Context: an optimization exercise on an open-source flow, tuned for small area, a short achievable clock period and few clock cycles per item. The choices shown serve that exercise and are no tape-out recipe.
Only simulation tests tie the RTL to the original design; equivalence was not proved.
The clock port is modelled as an ideal driver, which makes a skipped or thinned clock tree look cheaper than it is; a real chip needs a root buffer or a tree.

v13:
## RCL
module RCL(
    clk,
    rst_n,
    in_valid,
    coef_Q,
    coef_L,
    out_valid,
    out
);
For scale: ~390 cells after synthesis, roughly 35 flip-flops, about 16 I/O pins, ~4100 µm² of cells after synthesis.
Settings: LEC_CHECK=0, CAP_MARGIN=20, CORE_MARGIN=2, CORE_UTILIZATION=40, GPL_TIMING_DRIVEN=0, SLEW_MARGIN=20, SYNTH_HIERARCHICAL=1, BUFFER_PORTS_ARGS=-buffer_cell sky130_fd_sc_hd__buf_1; clock period 80.0 ns.
standard.sh (not shown) runs the stock make flow with config.mk's settings and CLKGATE_MAP_FILE= SYNTH_SCRIPT=/design/flow/synth_recipe.tcl, a recipe that flattens the netlist after the stock synthesis.
==> flow/flow/run.sh <==
#!/bin/bash
# Standard layout, with the port buffers made of sky130_fd_sc_hd__buf_1 cells
# and the clock tree built with the arguments below.
set -euo pipefail
echo 'export BUFFER_PORTS_ARGS = -buffer_cell sky130_fd_sc_hd__buf_1' >> config.mk
export CTS_ARGS="-sink_clustering_enable -repair_clock_nets -dont_use_dummy_load -sink_clustering_levels 1 -sink_clustering_size 40 -sink_clustering_max_diameter 1000 -root_buf sky130_fd_sc_hd__clkbuf_16 -buf_list sky130_fd_sc_hd__clkbuf_16"
bash standard.sh > standard.log 2>&1
Testbench counts of v13, summed over its fixed seeds: cycles 11,992, items 2,400.
### v13 -> v58
==> flow/flow/run.sh <==
#!/bin/bash
# Standard layout, with the port buffers made of sky130_fd_sc_hd__buf_1 cells
# and a clock tree without dummy loads.
set -euo pipefail
echo 'export BUFFER_PORTS_ARGS = -buffer_cell sky130_fd_sc_hd__buf_1' >> config.mk
export CTS_ARGS="-sink_clustering_enable -repair_clock_nets -dont_use_dummy_load"
bash standard.sh > standard.log 2>&1
==> comparison <==
Diff v13..v58 | count of cell instances traversed by the critical path | negligible. Delta (v58 minus v13): final worst slack fell by 17 ps; count of input and output buffers was more or less identical; critical path's largest stage delay level. Sort v58 and v13 by tightest slew margin relative to the limit desc -> top: v13. Comparing the two runs side by side, v58 comes out ahead of v13 on worst-case register-to-register setup slack. Looking at utilization, v58 sits 0.57 points below v13.
Input changes introduced in v46 (baseline for comparison: v58):
- a change of CORE_UTILIZATION from 40 to 65
==> flow/flow/run.sh <==
#!/bin/bash
# Standard layout, with the port buffers made of sky130_fd_sc_hd__buf_1 cells
# and the clock tree replaced by one clock buffer (flow/one_clock_buffer.tcl).
set -euo pipefail
here=$(pwd)
echo 'export BUFFER_PORTS_ARGS = -buffer_cell sky130_fd_sc_hd__buf_1' >> config.mk
export POST_CTS_TCL="$here/flow/one_clock_buffer.tcl"
bash standard.sh > standard.log 2>&1
==> flow/flow/one_clock_buffer.tcl (new file) <==
# Runs after ORFS's clock tree synthesis (POST_CTS_TCL hook). The design has
# few registers, so the tree is replaced by one level of clock buffers: the
# clock port drives CLOCK_BUFS buffers, each of which drives the clock pins of
# the registers nearest to it (the registers split by x coordinate).
set nbuf 3
set bufcell sky130_fd_sc_hd__clkbuf_8
set block [ord::get_db_block]
set db [ord::get_db]
set clk_net [[$block findBTerm clk] getNet]

# the clock tree's buffers and dummy loads, and the nets they drive
set tree_insts {}
set tree_nets {}
foreach inst [$block getInsts] {
  set name [$inst getName]
  if { [string match "clkbuf_*" $name] || [string match "clkload*" $name] } {
    lappend tree_insts $inst
    set out [$inst findITerm X]
    if { $out == "NULL" } { set out [$inst findITerm Y] }
    if { $out != "NULL" && [$out getNet] != "NULL" } { lappend tree_nets [$out getNet] }
  }
}

set regs {}
foreach inst [$block getInsts] {
  if { [string match "sky130_fd_sc_hd__df*" [[$inst getMaster] getName]] } {
    lappend regs [list [lindex [$inst getLocation] 0] $inst]
  }
}
set regs [lsort -integer -index 0 $regs]
set n [llength $regs]
foreach inst $tree_insts { odb::dbInst_destroy $inst }
foreach net $tree_nets { odb::dbNet_destroy $net }

set master [$db findMaster $bufcell]
for { set b 0 } { $b < $nbuf } { incr b } {
  set lo [expr { $b * $n / $nbuf }]
  set hi [expr { ($b + 1) * $n / $nbuf }]
  set net [odb::dbNet_create $block clknet_$b]
  $net setSigType CLOCK
  set sx 0
  set sy 0
  foreach r [lrange $regs $lo [expr { $hi - 1 }]] {
    set inst [lindex $r 1]
    set it [$inst findITerm CLK]
    $it disconnect
    $it connect $net
    set loc [$inst getLocation]
    incr sx [lindex $loc 0]
    incr sy [lindex $loc 1]
  }
  set buf [odb::dbInst_create $block $master clkbuf_$b]
  [$buf findITerm A] connect $clk_net
  [$buf findITerm X] connect $net
  set k [expr { $hi - $lo }]
  $buf setLocation [expr { $sx / $k }] [expr { $sy / $k }]
  $buf setPlacementStatus PLACED
}
puts "one_clock_buffer: $n registers on $nbuf buffers, removed [llength $tree_insts] tree cells"
detailed_placement
estimate_parasitics -placement
report_clock_skew
Notes after the runs:
Comparing v46 and v58, the lower minimum period implied by the final worst setup slack was measured on v46.
Of v46 and v58, it is v46 that has the higher worst hold slack.
Input-level comparison between v22 and v46:
- putting REMOVE_ABC_BUFFERS at 1 where nothing was set
==> flow/flow/run.sh <==
#!/bin/bash
# Standard layout, with the port buffers made of sky130_fd_sc_hd__buf_1 cells
# and the clock tree replaced by one level of clock buffers
# (flow/one_clock_buffer.tcl). Buffers that synthesis added are removed at
# floorplan (REMOVE_ABC_BUFFERS).
set -euo pipefail
here=$(pwd)
echo 'export BUFFER_PORTS_ARGS = -buffer_cell sky130_fd_sc_hd__buf_1' >> config.mk
echo 'export REMOVE_ABC_BUFFERS = 1' >> config.mk
export POST_CTS_TCL="$here/flow/one_clock_buffer.tcl"
bash standard.sh > standard.log 2>&1
--- a/flow/flow/one_clock_buffer.tcl
+++ b/flow/flow/one_clock_buffer.tcl
@@ -2,6 +2,6 @@
 # few registers, so the tree is replaced by one level of clock buffers: the
-# clock port drives CLOCK_BUFS buffers, each of which drives the clock pins of
+# clock port drives nbuf buffers, each of which drives the clock pins of
 # the registers nearest to it (the registers split by x coordinate).
-set nbuf 3
-set bufcell sky130_fd_sc_hd__clkbuf_8
+set nbuf 4
+set bufcell sky130_fd_sc_hd__clkbuf_4
 set block [ord::get_db_block]
## What came out
Clock edge transition at the registers on the reported setup and hold paths | v22 above v46
Detailed-routed wire length on met2: v22 < v46
[v22] met1 track demand over resource fell 1.6 points relative to v46
Looking at v22 and v46, the effective utilization at floorplan is a wash.
Time the final worst path needs with I/O delays and setup deteriorates in v22 relative to v46.
v22 against v46; final HPWL from detailed placement is down by a few percent.
As far as sequential-to-total area share from yosys stat goes, v46 and v22 are indistinguishable; the numbers are identical.
In the tables for v22 and v46, worst hold slack reads lower with v46.
Inputs modified between v22 and v14:
--- a/flow/flow/run.sh
+++ b/flow/flow/run.sh
@@ -2,5 +2,3 @@
 # Standard layout, with the port buffers made of sky130_fd_sc_hd__buf_1 cells
-# and the clock tree replaced by one level of clock buffers
-# (flow/one_clock_buffer.tcl). Buffers that synthesis added are removed at
-# floorplan (REMOVE_ABC_BUFFERS).
+# and the clock tree replaced by one clock buffer (flow/one_clock_buffer.tcl).
 set -euo pipefail
--- a/flow/flow/one_clock_buffer.tcl
+++ b/flow/flow/one_clock_buffer.tcl
@@ -2,6 +2,6 @@
 # few registers, so the tree is replaced by one level of clock buffers: the
-# clock port drives nbuf buffers, each of which drives the clock pins of
+# clock port drives CLOCK_BUFS buffers, each of which drives the clock pins of
 # the registers nearest to it (the registers split by x coordinate).
-set nbuf 4
-set bufcell sky130_fd_sc_hd__clkbuf_4
+set nbuf 3
+set bufcell sky130_fd_sc_hd__clkbuf_8
 set block [ord::get_db_block]
[summary]
v14 has completed all stages; timing, DRC and antenna checks passed. Going from v22 to v14, worst relative slew slack closely matched the old numbers, met3 usage increased by 0.89 points relative to the old numbers.
The clock cells of v46, v22 and v14 come from the design's own scripts or RTL, not from TritonCTS.

* * *

Another version of the RTL of RCL (not shown whole).
Size: about 35 flip-flops, roughly 16 I/O pins.
==> flow/design.v (excerpt) <==
module RCL(
    clk,
    rst_n,
    in_valid,
    coef_Q,
    coef_L,
    out_valid,
    out
);
clock: 80.0 ns
lec_check: 0
cap_margin: 20
core_margin: 2
core_utilization: 40
slew_margin: 20
synth_hierarchical: 1
buffer_ports_args: -buffer_cell sky130_fd_sc_hd__buf_1
==> flow/flow/run.sh <==
#!/bin/bash
# Standard layout, with the port buffers made of sky130_fd_sc_hd__buf_1 cells.
set -euo pipefail
echo 'export BUFFER_PORTS_ARGS = -buffer_cell sky130_fd_sc_hd__buf_1' >> config.mk
bash standard.sh > standard.log 2>&1
The starting point completed with no timing, DRC or antenna violations.
Testbench counts at the start, summed over its fixed seeds: cycles 11,992, items 2,400.
==> next run, changes <==
--- a/flow/config.mk
+++ b/flow/config.mk
@@ -10,2 +10,3 @@
 export CORE_UTILIZATION = 40
+export GPL_TIMING_DRIVEN = 0
 export SLEW_MARGIN = 20
Effect:
- The new run passed the timing, design-rule and antenna checks
- count of clock-buffer cells in the layout grows by 1
- worst hold slack degrades by 0.0081 ns
- worst setup slack degrades by 0.0036 ns
- core utilization shrinks by 0.15 points
- area after synthesis stays the same
==> next run, changes <==
==> flow/flow/run.sh (replaced) <==
#!/bin/bash
# Standard layout, with the port buffers made of sky130_fd_sc_hd__buf_1 cells
# and a clock tree without dummy loads.
set -euo pipefail
echo 'export BUFFER_PORTS_ARGS = -buffer_cell sky130_fd_sc_hd__buf_1' >> config.mk
export CTS_ARGS="-sink_clustering_enable -repair_clock_nets -dont_use_dummy_load"
bash standard.sh > standard.log 2>&1
Effect: The changed run completed with no timing, DRC or antenna violations. Core utilization fell by 0.17 points. Worst hold slack barely changes. Via count fell by 0.48%. Setup slack improved by 0.0042 ns.
==> next run, changes <==
==> flow/flow/run.sh (replaced) <==
#!/bin/bash
# Standard layout, with the port buffers made of sky130_fd_sc_hd__buf_1 cells
# and a clock tree without dummy loads, in larger sink clusters.
set -euo pipefail
echo 'export BUFFER_PORTS_ARGS = -buffer_cell sky130_fd_sc_hd__buf_1' >> config.mk
export CTS_ARGS="-sink_clustering_enable -repair_clock_nets -dont_use_dummy_load -sink_clustering_size 40 -sink_clustering_max_diameter 500 -balance_levels"
bash standard.sh > standard.log 2>&1
=> Final area does not change. Synthesized area stays the same.

## separate check: timing with driven ports
How much do the figures lean on ideal ports? The routed layouts below were timed once more, with nothing changed but the port constraints.
Step 1 (the two cells are an assumption about what drives the block):
set clk [get_ports {clk}]
set_driving_cell -lib_cell sky130_fd_sc_hd__clkbuf_16 $clk
set_driving_cell -lib_cell sky130_fd_sc_hd__buf_2 [delete_from_list [all_inputs] $clk]
Step 2 moves the port delays by t, midway between the first and last clock arrival at a register: inputs arrive t later, outputs are due t later. That takes back most of the time a late clock gives input paths.
Three values: no drivers, after step 1, after step 2; two values: the first two.
run | t, ns | setup slack, ns | worst hold slack (ns) | latest minus earliest clock arrival (ns)
v13 | 0.306 | 63.230 / 63.200 / 63.506 | 0.445 / 0.445 / 0.445 | 0.016 / 0.016
v58 | 0.311 | 63.213 / 63.187 / 63.498 | 0.448 / 0.448 / 0.448 | 0.019 / 0.020
v46 | 0.187 | 63.381 / 63.331 / 63.518 | 0.461 / 0.461 / 0.461 | 0.017 / 0.016
v22 | 0.203 | 63.325 / 63.282 / 63.485 | 0.479 / 0.479 / 0.479 | 0.032 / 0.032
v14 | 0.182 | 63.367 / 63.323 / 63.505 | 0.475 / 0.475 / 0.475 | 0.016 / 0.015
the first run of note 2 | 0.314 | 63.213 / 63.184 / 63.498 | 0.480 / 0.480 / 0.480 | 0.006 / 0.005
the second run of note 2 | 0.309 | 63.209 / 63.181 / 63.490 | 0.472 / 0.472 / 0.472 | 0.007 / 0.007
the third run of note 2 | 0.302 | 63.213 / 63.185 / 63.488 | 0.469 / 0.469 / 0.469 | 0.017 / 0.017
the fourth run of note 2 | 0.302 | 63.213 / 63.185 / 63.488 | 0.469 / 0.469 / 0.469 | 0.017 / 0.017
After both steps every run listed still meets setup and hold.
